From an optimization exercise on the open Yosys and OpenROAD flow, aimed at small area and a short achievable clock period; shortcuts taken in it are not production practice.
At most, simulation tests tie the RTL to the original design; equivalence was not proved.
No functional check of the RTL was part of run 3.
Power and IR drop assume default switching activity.

$ cat flow/config.mk
export PLATFORM = sky130hd
export DESIGN_NAME = bist
export DESIGN_NICKNAME = bist
export VERILOG_FILES = /design/flow/design.v
export SDC_FILE = /design/flow/constraint.sdc
export NUM_CORES = 4
export LEC_CHECK = 0
export CAP_MARGIN = 20
export CORE_MARGIN = 2
export CORE_UTILIZATION = 60
export CTS_BUF_LIST = sky130_fd_sc_hd__clkbuf_16
export CTS_CLUSTER_DIAMETER = 70
export CTS_CLUSTER_SIZE = 25
export PLACE_DENSITY = 0.8
export SETUP_SLACK_MARGIN = 2.6
export SLEW_MARGIN = 20
export SYNTH_HIERARCHICAL = 1
$ cat flow/constraint.sdc
create_clock -name core_clock -period 5.0 [get_ports {clk}]
set_input_delay 1.0000 -clock core_clock [delete_from_list [all_inputs] [get_ports {clk}]]
set_output_delay 1.0000 -clock core_clock [all_outputs]
set_load 0.01 [all_outputs]
$ cat flow/design.v
module bist #(parameter size = 6, length = 8) (
    input  logic clk,
    input  logic rst,
    input  logic start,
    input  logic csin,
    input  logic rwbarin,
    input  logic opr,
    input  logic [size-1:0] address,
    input  logic [length-1:0] datain,
    output logic [length-1:0] dataout,
    output logic fail
);
    logic        test;       
    logic [7:0]  rlo, rhi;
    logic [3:0]  cup;
    logic        cout;       
    logic        h;          
    logic [63:0][7:0] mem;
    genvar g, j, b;
    function automatic logic [7:0] pattern(input logic [2:0] p);
        case (p)
            3'd0: pattern = 8'hAA;
            3'd1: pattern = 8'h55;
            3'd2: pattern = 8'hF0;
            3'd3: pattern = 8'h0F;
            3'd4: pattern = 8'h00;
            3'd5: pattern = 8'hFF;
            3'd6: pattern = 8'h33;
            default: pattern = 8'hCC;
        endcase
    endfunction
    logic       trd;         
    logic       twr;         
    logic       n_d;         
    logic [7:0] pat;         
    logic       cs, nrw;
    logic [7:0] d;
    assign cs  = test | csin;
    assign nrw = twr | (~trd & ~rwbarin);
    assign pat = pattern(cup[3:1]);
    assign d   = n_d ? datain : pat;
    logic n_lo, n_hr, n_hw;
    cell_dffs u_n_lo (.clk(clk), .set(rst), .d(~test_nx), .q(n_lo));
    cell_dffs u_n_hr (.clk(clk), .set(rst), .d(~test_nx), .q(n_hr));
    cell_dffs u_n_hw (.clk(clk), .set(rst), .d(~test_nx), .q(n_hw));
    logic [7:0] alo, ahir, ahiw, thir, thiw;
    logic [7:0] hir, hiw;
    logic [7:0][7:0] lo_g;   
    always_comb begin
        for (int i = 0; i < 8; i++) begin
            alo[i]  = (address[2:0] == i[2:0]) & n_lo;
            ahir[i] = (address[5:3] == i[2:0]) & rwbarin & n_hr;
            ahiw[i] = (address[5:3] == i[2:0]) & csin & ~rwbarin & n_hw;
            thir[i] = rhi[i] & cup[0];
            thiw[i] = rhi[i] & ~cup[0];
        end
    end
    generate
        for (g = 0; g < 8; g++) begin : g_dec
            for (j = 0; j < 8; j++) begin : g_lor
                cell_or2 u_lo (.a(alo[j]), .b(rlo[j]), .y(lo_g[g][j]));
            end
            cell_or2 u_hir  (.a(ahir[g]), .b(thir[g]), .y(hir[g]));
            cell_or2 u_hiw  (.a(ahiw[g]), .b(thiw[g]), .y(hiw[g]));
        end
    endgenerate
    generate
        for (g = 0; g < 8; g++) begin : g_grp
            for (j = 0; j < 8; j++) begin : g_row
                logic we, wen;
                logic [7:0] nxt;
                cell_nand2 u_wen (.a(hiw[g]), .b(lo_g[g][j]), .y(wen));
                cell_inv   u_we  (.a(wen), .y(we));
                for (b = 0; b < 8; b++) begin : g_bit
                    cell_ao22 u_hold (.a1(mem[8*g+j][b]), .a2(wen), .b1(d[b]), .b2(we), .y(nxt[b]));
                end
                always_ff @(posedge clk) mem[8*g+j] <= nxt;
            end
        end
    endgenerate
    logic [7:0][7:0] grp;    
    logic [7:0] rsel, rdn_d, rdata_n;
    logic [7:0] wd;
    assign wd = d & {8{nrw}};
    generate
        for (b = 0; b < 8; b++) begin : g_rbit
            for (g = 0; g < 8; g++) begin : g_rgrp
                logic [7:0] col;
                for (j = 0; j < 8; j++) begin : g_col
                    assign col[j] = mem[8*g+j][b];
                end
                cell_ao8 u_g (.s(lo_g[g]), .q(col), .y(grp[b][g]));
            end
            cell_ao8  u_s (.s(hir), .q(grp[b]), .y(rsel[b]));
            cell_nor2 u_n (.a(rsel[b]), .b(wd[b]), .y(rdn_d[b]));
        end
    endgenerate
    always_ff @(posedge clk) begin
        if (cs) rdata_n <= rdn_d;
    end
    cell_dffs u_n_d (.clk(clk), .set(rst), .d(~test_nx), .q(n_d));
    generate
        for (b = 0; b < 8; b++) begin : g_out
            logic p, q_n, r_n;
            cell_nor2   u_p (.a(rdata_n[b]), .b(twr), .y(p));
            cell_nand3  u_q (.a(csin), .b(rwbarin), .c(p), .y(q_n));
            cell_nand2b u_r (.a_n(rdata_n[b]), .b(trd), .y(r_n));
            cell_nand2  u_o (.a(q_n), .b(r_n), .y(dataout[b]));
        end
    endgenerate
    logic       full;        
    logic       test_nx;
    logic [7:0] rlo_nx, rhi_nx;
    logic [3:0] cup_nx;
    assign full    = rlo[7] & rhi[7] & (&cup);
    assign test_nx = test ? ~cout : start;
    always_comb begin
        if (!test) begin
            rlo_nx = {7'd0, test_nx};
            rhi_nx = {7'd0, test_nx};
            cup_nx = 4'd0;
        end else if (full) begin
            rlo_nx = test_nx ? rlo : 8'd0;
            rhi_nx = test_nx ? rhi : 8'd0;
            cup_nx = cup;
        end else begin
            rlo_nx = {rlo[6:0], rlo[7]};
            rhi_nx = rlo[7] ? {rhi[6:0], rhi[7]} : rhi;
            cup_nx = (rlo[7] & rhi[7]) ? cup + 4'd1 : cup;
        end
    end
    always_ff @(posedge clk or posedge rst) begin
        if (rst) begin
            test <= 1'b0;
            trd  <= 1'b0;
            twr  <= 1'b0;
        end else begin
            test <= test_nx;
            trd  <= test_nx & cup_nx[0];
            twr  <= test_nx & ~cup_nx[0];
        end
    end
    always_ff @(posedge clk or posedge rst) begin
        if (rst) begin
            rlo <= 8'd0;
            rhi <= 8'd0;
        end else begin
            rlo <= rlo_nx;
            rhi <= rhi_nx;
        end
    end
    always_ff @(posedge clk) begin
        cup  <= cup_nx;
        cout <= test & full;
    end
    logic mism;
    assign mism = cup[0] ? (pat != ~rdata_n) : (pat != 8'h00);
    always_ff @(posedge clk or posedge rst) begin
        if (rst) begin
            h    <= 1'b0;
            fail <= 1'b0;
        end else begin
            h    <= cup[0];
            fail <= test & opr & h & mism;
        end
    end
endmodule
module cell_inv (input logic a, output logic y);
    assign y = ~a;
endmodule
module cell_nand2 (input logic a, b, output logic y);
    assign y = ~(a & b);
endmodule
module cell_or2 (input logic a, b, output logic y);
    assign y = a | b;
endmodule
module cell_nor2 (input logic a, b, output logic y);
    assign y = ~(a | b);
endmodule
module cell_ao22 (input logic a1, a2, b1, b2, output logic y);
    assign y = (a1 & a2) | (b1 & b2);
endmodule
module cell_ao8 (input logic [7:0] s, q, output logic y);
    assign y = |(s & q);
endmodule
module cell_nand3 (input logic a, b, c, output logic y);
    assign y = ~(a & b & c);
endmodule
module cell_nand2b (input logic a_n, b, output logic y);
    assign y = a_n | ~b;
endmodule
module cell_dffs (input logic clk, set, d, output logic q);
    always_ff @(posedge clk or posedge set) begin
        if (set) q <= 1'b1;
        else     q <= d;
    end
endmodule
$ cat flow/flow/run.sh
#!/bin/bash
# Layout flow: the standard ORFS flow (standard.sh), with the port
# buffers made of buf_4 cells instead of the default delay-buffer cells.
set -euo pipefail
bash standard.sh 'BUFFER_PORTS_ARGS=-buffer_cell sky130_fd_sc_hd__buf_4' ${EXTRA_MAKE_ARGS:-} finish > flow_make.log 2>&1
$ cat flow/standard.sh
#!/bin/bash
# synth_recipe.tcl (not shown) runs the flow's synth.tcl, then flattens the netlist and writes it again
# the make line also repeats each setting of config.mk as NAME=value (left out here)
make -C /OpenROAD-flow-scripts/flow DESIGN_CONFIG=/design/flow/config.mk WORK_HOME=/design/flow/orfs CLKGATE_MAP_FILE= SYNTH_SCRIPT=/design/flow/synth_recipe.tcl "${@:-finish}"
==> reports/results.ini, run 1 <==
[outcome]
status=finished clean

[sta]
final-setup-viol-count=0
layout_min_cycle_time_ns=2.467
fmax_mhz=405.4
worst_pin_slew_ns=0.9278
rsz0062_at_grt=true
relSlewSlack_pct=38.14
timing.setup.tns_ns=0
hold_viol=0
skew_ns=0.01520
slew_viol_final=0
period_share_pct=49.33

[pwr]
ir_drop_v=0.0003141
switchingPower_mw=1.860
internal_power_mw=6.114
seqPwrFrac_pct=61.9
clkPwrFrac_pct=31.7
switching_share_pct=23.32
power-per-cell-area_mw_per_mm2=341.9
comb_power_share_pct=6.4
power_leakage_nw=9.253

[clock_tree]
cts_sinks=550
cts_tree=done
path_clk_slew_ns=0.10
clockBufferDepth=3
cts_buffers=28
clk_latency_ns=0.59
cts_max_level=1
cts-root-buf=clkbuf_16

[detailed_routing]
first_iter_violations=2287
drcViolationCount=0
wl_per_cell_microns=26.52
wl_microns=64260
dr.pass1.iters=6
ant_nets=0
vias=17377
viasPerCell=7.172

[flow_run]
max-cap-violations=0

[critical_path]
end_kind=output port
crit_slowest_cell=edfxtp_1
worstPathRequired_ns=4.00
worst-path-max-fanout=3
critPathLaunch=rdata_n[7]
path_cells=nor2_1 -> nand3_1 -> nand2_1 -> buf_4
crit_type=reg2out
max_stage_delay_ns=0.48
cp-start-kind=register
cp.arrival_ns=1.47
reg2reg_from=rlo[5]

[global_routing]
use_met3_pct=7.379
top_usage_layer=met2
grtUsageTotal_pct=34.45
antenna_found_initial=1
grt_pass1_vias=16023
grt_overflow=0
grt_pass1_wl_microns=96430
use_met2_pct=51.65
grt_use_met1_pct=48.48
grt_start_max_net_pins=66

[yosys]
syn-cell-area_sq_mm=0.02069
ys_seq_area_share_pct=54.22
synth_cell_types=54
synth-seq-cells=550
syn_nets=1886
synth_cells=1864
synth_top_area_share_pct=50.01
synth_area_per_cell_sq_um=11.10
synth_top_cell_by_area=dfxtp_1
synth_enable_flop_cells=8
ys.flop_type=dfxtp_1
synth_warnings=8
synthArstFlopShare_pct=4.545
synth_area_leaders=dfxtp_1, a22o_1, a22oi_1, dfrtp_1, or2_1

[placed_design]
gp_congestion=0.9864
hpwl_microns=40870
dpl_cell_area_sq_mm=0.02164
portBuffers=28

[die]
core_sq_mm=0.03429
initial_core_util_pct=60.36
die_w_microns=189.7
die_area_sq_mm=0.03599
io-pin-count=29
die_height_microns=189.7
rows=68

[worst_hold_path]
hold_path.class=in2async

[layout]
fin_area_sq_mm=0.02332
nFillCells=2564
finalNetCount=1974
layout_commonest_cell=a22o_1
drive_gt1_share_pct=14.08
final_cell_mix=a22o_1, dfxtp_1, a22oi_1
area_delta_synth_final_pct=12.68

## modules after synthesis, one instance, submodules excluded
module       cells inside  flops+latches
bist                  736            546
cell_ao22               1              0
cell_ao8                5              0
cell_dffs               2              1
cell_inv                1              0
cell_nand2              1              0
cell_nand2b             1              0
cell_nand3              1              0
cell_nor2               1              0
cell_or2                1              0
## through the flow
stage	worst slack (ns)	instances	total power, mW	hold WS [ns]	util [%]
finish	2.533	2423	7.973	0.4624	68.01
global route	2.467	2423	8.208	0.4580	68.01
CTS	2.535	2413	7.941	0.4624	67.21
detailed placement	1.719	2353	5.486	0.4705	63.10
global placement	1.694	2353	5.458	0.4660	63.10
floorplan	2.604	1864	5.328	0.3557	-
## power by group through the flow
stage,combinational [mW],sequential (mW),clock (mW)
after global placement,0.457,5.00,0
after detailed placement,0.478,5.01,0
after CTS,0.491,4.92,2.53
final,0.509,4.93,2.53
after global routing,0.544,4.96,2.70
after floorplan,0.392,4.94,0
## worst paths after layout
kind / to / slack [ns] / depth (start not counted)
setup reg to reg: rdata_n[3] / 2.62 / 6
hold / removal: u_n_lo.q / 0.46 / 2
hold reg to reg: mem[352] / 0.49 / 1
min in group core_clock: mem[352] / 0.49 / 1
setup / recovery: dataout[7] / 2.53 / 4
max in group asynchronous: twr / 3.72 / 2
## critical path, delay by kind of cell (launching register included)
kind,cells,cell delay (ns)
flip-flops,1,0.48
AND/OR/NAND/NOR,3,0.29
buffers and inverters,1,0.11
## area by class of cell
type	count	area [sq um]	area share, %
timing repair buffer	64	563.0	2.415
multi-input combinational	1234	9831	42.16
sequential	550	11230	48.16
clock inverter	16	118.9	0.5097
inverter	74	277.8	1.191
tap	455	569.3	2.441
clock buffer	29	725.7	3.112
antenna	1	2.502	0.01073
## sequential cells by signal (all words and copies together) (netlist names)
signal,cells
cout,1
cup,4
fail,1
h,1
mem,512
rdata_n,8
rhi,8
rlo,8
test,1
trd,1
twr,1
u_n_d.q,1
u_n_hr.q,1
u_n_hw.q,1
u_n_lo.q,1
## cell families after synthesis
group | Yosys count | share of synthesized area (%)
compound gates | 842 | 33.67
flops | 550 | 54.22
simple gates | 366 | 9.522
buf+inv | 85 | 1.608
xor+xnor | 15 | 0.6348
mux | 4 | 0.2237
fa+ha+maj | 2 | 0.1209
## layer usage
layer	vias to the layer above	part of all wire, %
met1	8550	42
met2	1040	44
met3	147	10
met5	-	0
li1	7640	-
met4	0	3.8
## synth_stat cells, types with 5 or more instances
library cell  number
nand2b_1          14
dfxtp_1          517
o21ai_0            9
dfrtp_1           21
a22o_1           518
nor2_1            44
or2_1             80
a22oi_1          288
nand3_1           12
nand4_1           73
inv_1             72
edfxtp_1           8
nor3_1             8
a22o_2             7
buf_2              5
nor2b_1           17
xnor2_1            8
nand2_1           91
xor2_1             7
and2_1             8
## repair_timing
action | in CTS | in global routing
endpoints found under the setup margin | 336 | 301
gates resized for setup | 95 | 60
pin swaps | 8 | 14
buffers inserted | 14 | 5
hold buffers | 0 | 0
cloned | 1 | 4
==> inputs of run 2 (changes only) <==
--- a/flow/config.mk
+++ b/flow/config.mk
@@ -10,8 +10,8 @@
 export CORE_UTILIZATION = 60
 export CTS_BUF_LIST = sky130_fd_sc_hd__clkbuf_16
-export CTS_CLUSTER_DIAMETER = 70
-export CTS_CLUSTER_SIZE = 25
-export PLACE_DENSITY = 0.8
-export SETUP_SLACK_MARGIN = 2.6
+export CTS_CLUSTER_DIAMETER = 75
+export CTS_CLUSTER_SIZE = 28
+export PLACE_DENSITY = 0.72
+export SETUP_SLACK_MARGIN = 2.5
 export SLEW_MARGIN = 20
 export SYNTH_HIERARCHICAL = 1
==> run 2 against run 1 <==
Effect of this change: still clean on timing, DRC and antenna; final cell count rose by 0.21%; sequential power barely moved; setup slack got worse by 0.15 ns; first-iteration DRC count fell by 1.5%; power fell by 0.81%; critical path depth rose by 2; largest cell class unchanged.
==> reports/results.ini, run 2 <==
[yosys]
synth_warnings=8  ; unchanged
syn-cell-area_sq_mm=0.02069  ; unchanged
synth_common_cells=a22o_1, dfxtp_1, a22oi_1
synth_top_cell_by_area=dfxtp_1
synth_most_common_cell=a22o_1
synth_area_per_cell_sq_um=11.10  ; unchanged
synth_area_leaders=dfxtp_1, a22o_1, a22oi_1, dfrtp_1, or2_1
synth_cell_types=54  ; unchanged
synth-seq-cells=550  ; unchanged
ys.flop_type=dfxtp_1
synth_top_area_share_pct=50.01  ; unchanged
synthArstFlopShare_pct=4.545  ; unchanged
ys_seq_area_share_pct=54.22  ; unchanged
synth_cells=1864  ; unchanged
synth_enable_flop_cells=8  ; unchanged
syn_nets=1886  ; unchanged

[critical_path]
crit_type=reg2reg
cp-start-kind=register
crit_family=simple AND/OR/NAND/NOR gates
r2r_end=rdata_n[4]
crit_slowest_cell=dfrtp_1
worst-path-stages=6  ; +2
max_stage_delay_ns=0.64  ; +0.16 ns
reg2reg_from=rlo[0]
rr_worst_depth=6  ; unchanged
cp_common_cell=nand4_1
worst-path-max-fanout=10  ; +7
cp.arrival_ns=3.06  ; +1.59 ns
regToRegSetupSlack_ns=2.39  ; -0.23 ns
crit_buf_inv=0  ; -1
end_kind=register
path_cells=or2_1 -> a22oi_1 -> nand4_1 -> a22oi_2 -> nand4_1 -> nor2_1
worstPathRequired_ns=5.45  ; +1.45 ns

[die]
rows=68  ; unchanged
core_sq_mm=0.03429  ; unchanged
io-pin-count=29  ; unchanged
initial_core_util_pct=60.36  ; unchanged
die_height_microns=189.7  ; unchanged
die_area_sq_mm=0.03599  ; unchanged
die_w_microns=189.7  ; unchanged

[layout]
top_register=mem
largest_reg_flops=512  ; unchanged
finalNetCount=1982  ; +0.41%
final_cell_mix=a22o_1, dfxtp_1, a22oi_1
layout_commonest_cell=a22o_1
finish.utilization_pct=67.65  ; -0.36 points
area_delta_synth_final_pct=12.08
drive_gt1_share_pct=13.44  ; -0.64 points

[global_routing]
grtUsageTotal_pct=34.75  ; +0.30 points
grt_pass1_wl_microns=96860  ; +0.45%
grt_pass1_vias=15597  ; -2.7%
antenna_found_initial=2  ; +1
grt_start_max_net_pins=66  ; unchanged
grt_overflow=0  ; unchanged

[sta]
fmax_mhz=382.6  ; -5.6%
final-setup-viol-count=0  ; unchanged
slew_viol_final=0  ; unchanged
period_share_pct=52.28  ; +2.9 points
timing.setup.tns_ns=0  ; unchanged
relSlewSlack_pct=26.19  ; -12 points
hold_viol=0  ; unchanged
skew_ns=0.02273  ; +0.007538 ns
rsz0062_at_grt=true
layout_min_cycle_time_ns=2.614  ; +0.1472 ns
worst_pin_slew_ns=1.107  ; +0.1794 ns

[pwr]
ir_drop_v=0.0003687  ; +17%
switchingPower_mw=1.834  ; -1.4%
power_leakage_nw=9.253  ; about the same
switching_share_pct=23.18  ; -0.14 points
internal_power_mw=6.075  ; -0.63%
seqPwrFrac_pct=62.3  ; +0.4 points
clkPwrFrac_pct=31.2  ; -0.5 points
comb_power_share_pct=6.5  ; about the same
total_power_mw=7.909  ; -0.81%
power-per-cell-area_mw_per_mm2=341.0  ; -0.28%

[detailed_routing]
first_iter_violations=2253  ; -1.5%
wl_microns=64620  ; +0.56%
drcViolationCount=0  ; unchanged
vias=17053  ; -1.9%
viasPerCell=7.023  ; -2.1%
dr.pass1.iters=6  ; unchanged
wl_per_cell_microns=26.61  ; +0.35%
ant_nets=0  ; unchanged

[clock_tree]
cts_buffers=25  ; -11%
clk_latency_ns=0.58  ; about the same
clockBufferDepth=3  ; unchanged
cts-root-buf=clkbuf_16
cts_max_level=1  ; unchanged
cts_sinks=550  ; unchanged
cts_tree=done
path_clk_slew_ns=0.11  ; about the same

[placed_design]
gp_congestion=0.9553  ; -3.2%
portBuffers=28  ; unchanged
hpwl_microns=42290  ; +3.5%

[outcome]
status=finished clean

[worst_hold_path]
hold_path.class=in2async

[flow_run]
max-cap-violations=0  ; unchanged

## run 2: final cells by class
class | instances | area (sq um)
Sequential cell | 550 | 11230
Fill cell | 2680 | 11090
Antenna cell | 2 | 5.005
Timing Repair Buffer | 75 | 618.1
Clock buffer | 25 | 625.6
Clock inverter | 13 | 148.9
Inverter | 74 | 277.8
Tap cell | 455 | 569.3
Multi-Input combinational cell | 1234 | 9724
## run 2: cells by family after synthesis
family	count (synthesis)	synth area share (%)
flops	550	54.22
xor+xnor	15	0.6348
mux	4	0.2237
simple gates	366	9.522
fa+ha+maj	2	0.1209
compound gates	842	33.67
buf+inv	85	1.608
## run 2: Yosys stat by module, one instance, submodules excluded
module       area, sq um  cells  flops+latches
cell_inv           3.754      1              0
cell_ao22          8.758      1              0
cell_nand2         3.754      1              0
cell_nand3         5.005      1              0
cell_nor2          3.754      1              0
cell_or2           6.256      1              0
cell_dffs          30.03      2              1
bist               12320    736            546
cell_ao8           36.28      5              0
cell_nand2b        6.256      1              0
## run 2: worst max path at each step
stage / end / from
2_1_floorplan: rdata_n[3] / cup[3]
3_3_place_gp: rdata_n[0] / address[2]
3_5_place_dp: rdata_n[4] / address[2]
4_1_cts: rdata_n[4] / address[2]
5_1_grt: rdata_n[4] / u_n_d.q
6_report: rdata_n[4] / rlo[0]
## run 2: power by group through the flow
stage	registers, mW	logic [mW]	clock network (mW)
after floorplan	4.94	0.392	0
after global placement	5.00	0.469	0
after detailed placement	5.00	0.488	0
after CTS	4.91	0.493	2.48
after global routing	4.96	0.552	2.63
final	4.93	0.515	2.46
## run 2: metal layers
| layer | part of all wire (%) | up-vias | track usage [%] |
|---|---|---|---|
| met5 | 0 | - | 0 |
| met3 | 9.9 | 118 | 6.143 |
| met4 | 2.9 | 0 | 9.899 |
| met1 | 44 | 8349 | 52.23 |
| li1 | - | 7650 | - |
| met2 | 44 | 936 | 51.28 |
## run 2: timing repair
item | 4_1_cts | 5_1_grt
gates resized for setup | 41 | 95
gates cloned | 2 | 3
setup buffers | 18 | 9
pin swaps | 7 | 29
setup endpoints to repair | 323 | 308
hold buffers | 0 | 0
## run 2: metrics by stage
stage / cell area, sq um / hold WS [ns] / cells / worst slack (ns)
detailed placement: 21650 / 0.4705 / 2356 / 1.576
CTS: 22760 / 0.4472 / 2414 / 2.350
global placement: 21650 / 0.4660 / 2356 / 1.644
floorplan: 20760 / 0.3557 / 1864 / 2.334
global route: 23190 / 0.4455 / 2428 / 2.359
finish: 23190 / 0.4522 / 2428 / 2.386
==> inputs of run 3 (changes only) <==
--- a/flow/design.v
+++ b/flow/design.v
@@ -80,5 +80,5 @@
     endgenerate
     logic [7:0][7:0] grp;    
-    logic [7:0] rsel, rdn_d, rdata_n;
+    logic [7:0] rsel, rdq_d, rdata_q;
     logic [7:0] wd;
     assign wd = d & {8{nrw}};
@@ -93,18 +93,18 @@
             end
             cell_ao8  u_s (.s(hir), .q(grp[b]), .y(rsel[b]));
-            cell_nor2 u_n (.a(rsel[b]), .b(wd[b]), .y(rdn_d[b]));
+            cell_or2  u_n (.a(rsel[b]), .b(wd[b]), .y(rdq_d[b]));
         end
     endgenerate
     always_ff @(posedge clk) begin
-        if (cs) rdata_n <= rdn_d;
+        if (cs) rdata_q <= rdq_d;
     end
     cell_dffs u_n_d (.clk(clk), .set(rst), .d(~test_nx), .q(n_d));
     generate
         for (b = 0; b < 8; b++) begin : g_out
-            logic p, q_n, r_n;
-            cell_nor2   u_p (.a(rdata_n[b]), .b(twr), .y(p));
-            cell_nand3  u_q (.a(csin), .b(rwbarin), .c(p), .y(q_n));
-            cell_nand2b u_r (.a_n(rdata_n[b]), .b(trd), .y(r_n));
-            cell_nand2  u_o (.a(q_n), .b(r_n), .y(dataout[b]));
+            logic ntw, q_n, r_n;
+            cell_inv   u_t (.a(twr), .y(ntw));
+            cell_nand4 u_q (.a(csin), .b(rwbarin), .c(rdata_q[b]), .d(ntw), .y(q_n));
+            cell_nand2 u_r (.a(rdata_q[b]), .b(trd), .y(r_n));
+            cell_nand2 u_o (.a(q_n), .b(r_n), .y(dataout[b]));
         end
     endgenerate
@@ -155,5 +155,5 @@
     end
     logic mism;
-    assign mism = cup[0] ? (pat != ~rdata_n) : (pat != 8'h00);
+    assign mism = cup[0] ? (pat != rdata_q) : (pat != 8'h00);
     always_ff @(posedge clk or posedge rst) begin
         if (rst) begin
@@ -184,9 +184,6 @@
     assign y = |(s & q);
 endmodule
-module cell_nand3 (input logic a, b, c, output logic y);
-    assign y = ~(a & b & c);
-endmodule
-module cell_nand2b (input logic a_n, b, output logic y);
-    assign y = a_n | ~b;
+module cell_nand4 (input logic a, b, c, d, output logic y);
+    assign y = ~(a & b & c & d);
 endmodule
 module cell_dffs (input logic clk, set, d, output logic q);
--- a/flow/config.mk
+++ b/flow/config.mk
@@ -10,6 +10,6 @@
 export CORE_UTILIZATION = 60
 export CTS_BUF_LIST = sky130_fd_sc_hd__clkbuf_16
-export CTS_CLUSTER_DIAMETER = 75
-export CTS_CLUSTER_SIZE = 28
+export CTS_CLUSTER_DIAMETER = 70
+export CTS_CLUSTER_SIZE = 25
 export PLACE_DENSITY = 0.72
 export SETUP_SLACK_MARGIN = 2.5
==> run 3 against run 2 <==
Effect of this change: sequential share of layout area decreased by 0.82 points; global-route usage increased by 1.8 points; clock-buffer cell count increased by 6; non-clock buffer count decreased by 10; power increased by 5.8%; sequential power about the same; final cell count increased by 0.66%; register-to-register slack improved by 0.08 ns; still clean on timing, DRC and antenna; maximum frequency increased by 0.18%; via count increased by 2.7%; flip-flop and latch count unchanged; highest routed layer unchanged.
==> reports/results.ini, run 3 <==
[global_routing]
grtUsageTotal_pct=36.57  ; +1.8 points
grt_start_max_net_pins=66  ; unchanged
grt_pass1_wl_microns=101300  ; +4.6%
antenna_found_initial=5  ; +3
grt_pass1_vias=16002  ; +2.6%
grt_overflow=0  ; unchanged

[sta]
relSlewSlack_pct=26.94  ; +0.75 points
hold_viol=0  ; unchanged
final-setup-viol-count=0  ; unchanged
layout_setup_ws_ns=2.391  ; +0.004720 ns
rsz0062_at_grt=true
slew_viol_final=0  ; unchanged
fmax_mhz=383.3  ; +0.18%
worst_pin_slew_ns=1.096  ; -0.01131 ns
timing.setup.tns_ns=0  ; unchanged
period_share_pct=52.18  ; -0.094 points
layout_min_cycle_time_ns=2.609  ; -0.004720 ns
skew_ns=0.01642  ; -0.006317 ns

[pwr]
total_power_mw=8.369  ; +5.8%
power_leakage_nw=9.442  ; +2.0%
power-per-cell-area_mw_per_mm2=354.4  ; +3.9%
ir_drop_v=0.0004031  ; +9.3%

[yosys]
synthArstFlopShare_pct=4.545  ; unchanged
synth_cells=1869  ; +0.27%
synth_top_cell_by_area=dfxtp_1
ys_seq_area_share_pct=54.15  ; -0.069 points
synth_most_common_cell=a22o_1
synth_enable_flop_cells=8  ; unchanged
synth_cell_types=57  ; +5.6%
synth_warnings=8  ; unchanged
synth_area_leaders=dfxtp_1, a22o_1, a22oi_1, or2_1, dfrtp_1
syn_nets=1891  ; +0.27%
synth_common_cells=a22o_1, dfxtp_1, a22oi_1
syn-cell-area_sq_mm=0.02072  ; +0.13%
ys.flop_type=dfxtp_1
synth_top_area_share_pct=49.95  ; -0.063 points
synth_area_per_cell_sq_um=11.09  ; -0.14%
synth-seq-cells=550  ; unchanged

[die]
die_height_microns=189.8  ; about the same
initial_core_util_pct=60.43  ; +0.077 points
die_w_microns=189.8  ; about the same
die_area_sq_mm=0.03604  ; +0.12%
rows=68  ; unchanged
core_sq_mm=0.03429  ; unchanged
io-pin-count=29  ; unchanged

[placed_design]
portBuffers=28  ; unchanged
gp_congestion=0.9356  ; -2.1%
place_inst=2361  ; +0.21%
pre_cts_slack_ns=1.503  ; -0.07368 ns
hpwl_microns=43520  ; +2.9%
dpl_cell_area_sq_mm=0.02184  ; +0.86%

[layout]
top_register=mem
seq_area_sq_mm=0.01124  ; about the same
largest_reg_flops=512  ; unchanged
multiInputGateArea_sq_mm=0.009816  ; +0.94%
instances_no_fill=2444  ; +0.66%
nFillCells=2648  ; -1.2%
final_cell_mix=a22o_1, dfxtp_1, a22oi_1
drive_gt1_share_pct=15.06  ; +1.6 points
fin_area_sq_mm=0.02362  ; +1.8%
layout_commonest_cell=a22o_1
finalNetCount=1987  ; +0.25%
area_delta_synth_final_pct=13.98

[detailed_routing]
ant_nets=0  ; unchanged
dr.pass1.iters=6  ; unchanged
wl_per_cell_microns=27.70  ; +4.1%
met1_length_microns=29200  ; +3.6%
viasPerCell=7.166  ; +2.0%
wl_microns=67700  ; +4.8%
first_iter_violations=2186  ; -3.0%
wl_met2_microns=29250  ; +3.7%
top_layer=met4
drcViolationCount=0  ; unchanged
vias=17514  ; +2.7%
wl_met3_microns=6745  ; +6.0%

[critical_path]
worstPathRequired_ns=5.37  ; -0.08 ns
end_kind=register
cp.arrival_ns=2.98  ; -0.08 ns
crit_type=in2reg
worst-path-max-fanout=5  ; -5
cp-start-kind=input port

[clock_tree]
cts_buffers=31  ; +24%
cts_tree=done
path_clk_slew_ns=0.09  ; -0.02 ns
cts-root-buf=clkbuf_16
clockBufferDepth=3  ; unchanged
clk_latency_ns=0.62  ; +0.04 ns
hold_buffers=0  ; unchanged
cts_max_level=1  ; unchanged
cts_sinks=550  ; unchanged

[outcome]
status=finished clean

[worst_hold_path]
hold_path.class=in2async

[flow_run]
max-cap-violations=0  ; unchanged

==> run 3: cell types whose count changed after synthesis, sizes merged, moves of 3 or more <==
cell,previous run,this run
nor2,46,30
nand3b,3,0
inv,74,82
or2,82,90
nand4,73,82
o21ai,9,12
nand3,13,2
nand2,92,101
xor2,7,4
nand2b,14,7
==> run 3: logic make-up (layout without fill, tap and decap cells) <==
family	count (synthesis)	in the layout	synth area share, %
other cells	0	4	0
xor+xnor	12	12	0.5072
simple gates	358	364	9.420
flops	550	550	54.15
mux	3	3	0.1751
buf+inv	95	202	1.811
fa+ha+maj	2	2	0.1207
compound gates	849	852	33.81
==> run 3: modules after synthesis (local to each module, per instance) <==
module / copies in the design / cells inside / flops+latches
cell_nand4: 8 / 1 / 0
cell_inv: 72 / 1 / 0
bist: 1 / 741 / 546
cell_or2: 88 / 1 / 0
cell_nand2: 80 / 1 / 0
cell_ao8: 72 / 5 / 0
cell_dffs: 4 / 2 / 1
cell_ao22: 512 / 1 / 0
==> run 3: critical path, cell delays in order <==
cell and delay, ns:
buf_8 0.08, nand2b_4 0.19, nor3_4 0.09, buf_6 0.16
or2_4 0.31, a22oi_2 0.16, nand4_1 0.23, a22oi_2 0.40
nand4_1 0.12, or2_1 0.24
==> run 3: per-stage QoR <==
| step | utilization [%] | hold slack [ns] |
|---|---|---|
| floorplan | - | 0.3557 |
| detailed placement | 63.69 | 0.4705 |
| global route | 68.87 | 0.4064 |
| CTS | 68.39 | 0.4019 |
| global placement | 63.45 | 0.4661 |
| finish | 68.88 | 0.4143 |
==> run 3: layer usage <==
| layer | GRT usage [%] | vias to the layer above |
|---|---|---|
| met5 | 0 | - |
| met4 | 12.46 | 0 |
| met3 | 7.047 | 172 |
| met2 | 53.78 | 959 |
| met1 | 53.85 | 8665 |
| li1 | - | 7718 |
==> run 3: power breakdown <==
part	leakage, nW	switching (mW)	total, mW	internal (mW)
Sequential	4.59	0.228	4.94	4.71
Combinational	4.34	0.192	0.515	0.323
Clock	0.506	1.57	2.91	1.34
Total	9.44	1.99	8.37	6.38
==> run 3: timing repair <==
item | 4_1_cts | 5_1_grt
gates cloned | 11 | 0
setup buffers | 10 | 5
pin swaps | 44 | 28
setup endpoints to repair | 346 | 156
resized for setup | 100 | 47
==> run 3: worst paths after layout <==
check / start / endpoint / slack [ns] / cells after the start
max: address[2] / rdata_q[6] / 2.39 / 10
min: rst / u_n_hr.q / 0.41 / 2
max reg2reg: rlo[2] / rdata_q[7] / 2.47 / 6
min reg2reg: mem[127] / mem[127] / 0.49 / 1
max in group asynchronous: rst / trd / 3.77 / 2
min in group core_clock: mem[127] / mem[127] / 0.49 / 1
==> run 3: final cells by class <==
class,count,area share (%)
multi-input cells,1233,41.56
flip-flops and latches,550,47.57
clock buffers,31,3.285
well taps,455,2.410
inverters,84,1.346
clock inverters,22,1.113
diodes,4,0.04238
repair buffers,65,2.670

-- static timing again, ports no longer ideal --
The results above use ideal ports. As a check the final layouts listed here were re-extracted and re-timed, cells and wires unchanged. Step 1 (the two cells are an assumption about what drives the block):
set clk [get_ports {clk}]
set_driving_cell -lib_cell sky130_fd_sc_hd__clkbuf_16 $clk
set_driving_cell -lib_cell sky130_fd_sc_hd__buf_2 [delete_from_list [all_inputs] $clk]
Step 2, shift: input delay + t, output delay - t, t = (earliest + latest rising clock arrival at the registers) / 2. This alone moves slack from input paths to output paths. a / b / c = ideal ports / drivers / drivers and shift; a / b = the first two.
run | shift t [ns] | setup slack, ns | hold slack, ns | latest minus earliest clock arrival (ns) | cell pins on the clock port's net
run 1 | 0.637 | 2.533 / 2.479 / 1.955 | 0.462 / 0.429 / 0.492 | 0.017 / 0.017 | 1
run 2 | 0.621 | 2.386 / 2.386 / 1.796 | 0.452 / 0.423 / 0.493 | 0.023 / 0.023 | 1
run 3 | 0.666 | 2.391 / 2.342 / 1.722 | 0.414 / 0.428 / 0.491 | 0.018 / 0.018 | 1
After both steps setup and hold are still met in every run listed. For run 3, which loses most, drivers alone change the setup slack by -0.049 ns; drivers and shift together by -0.669 ns.
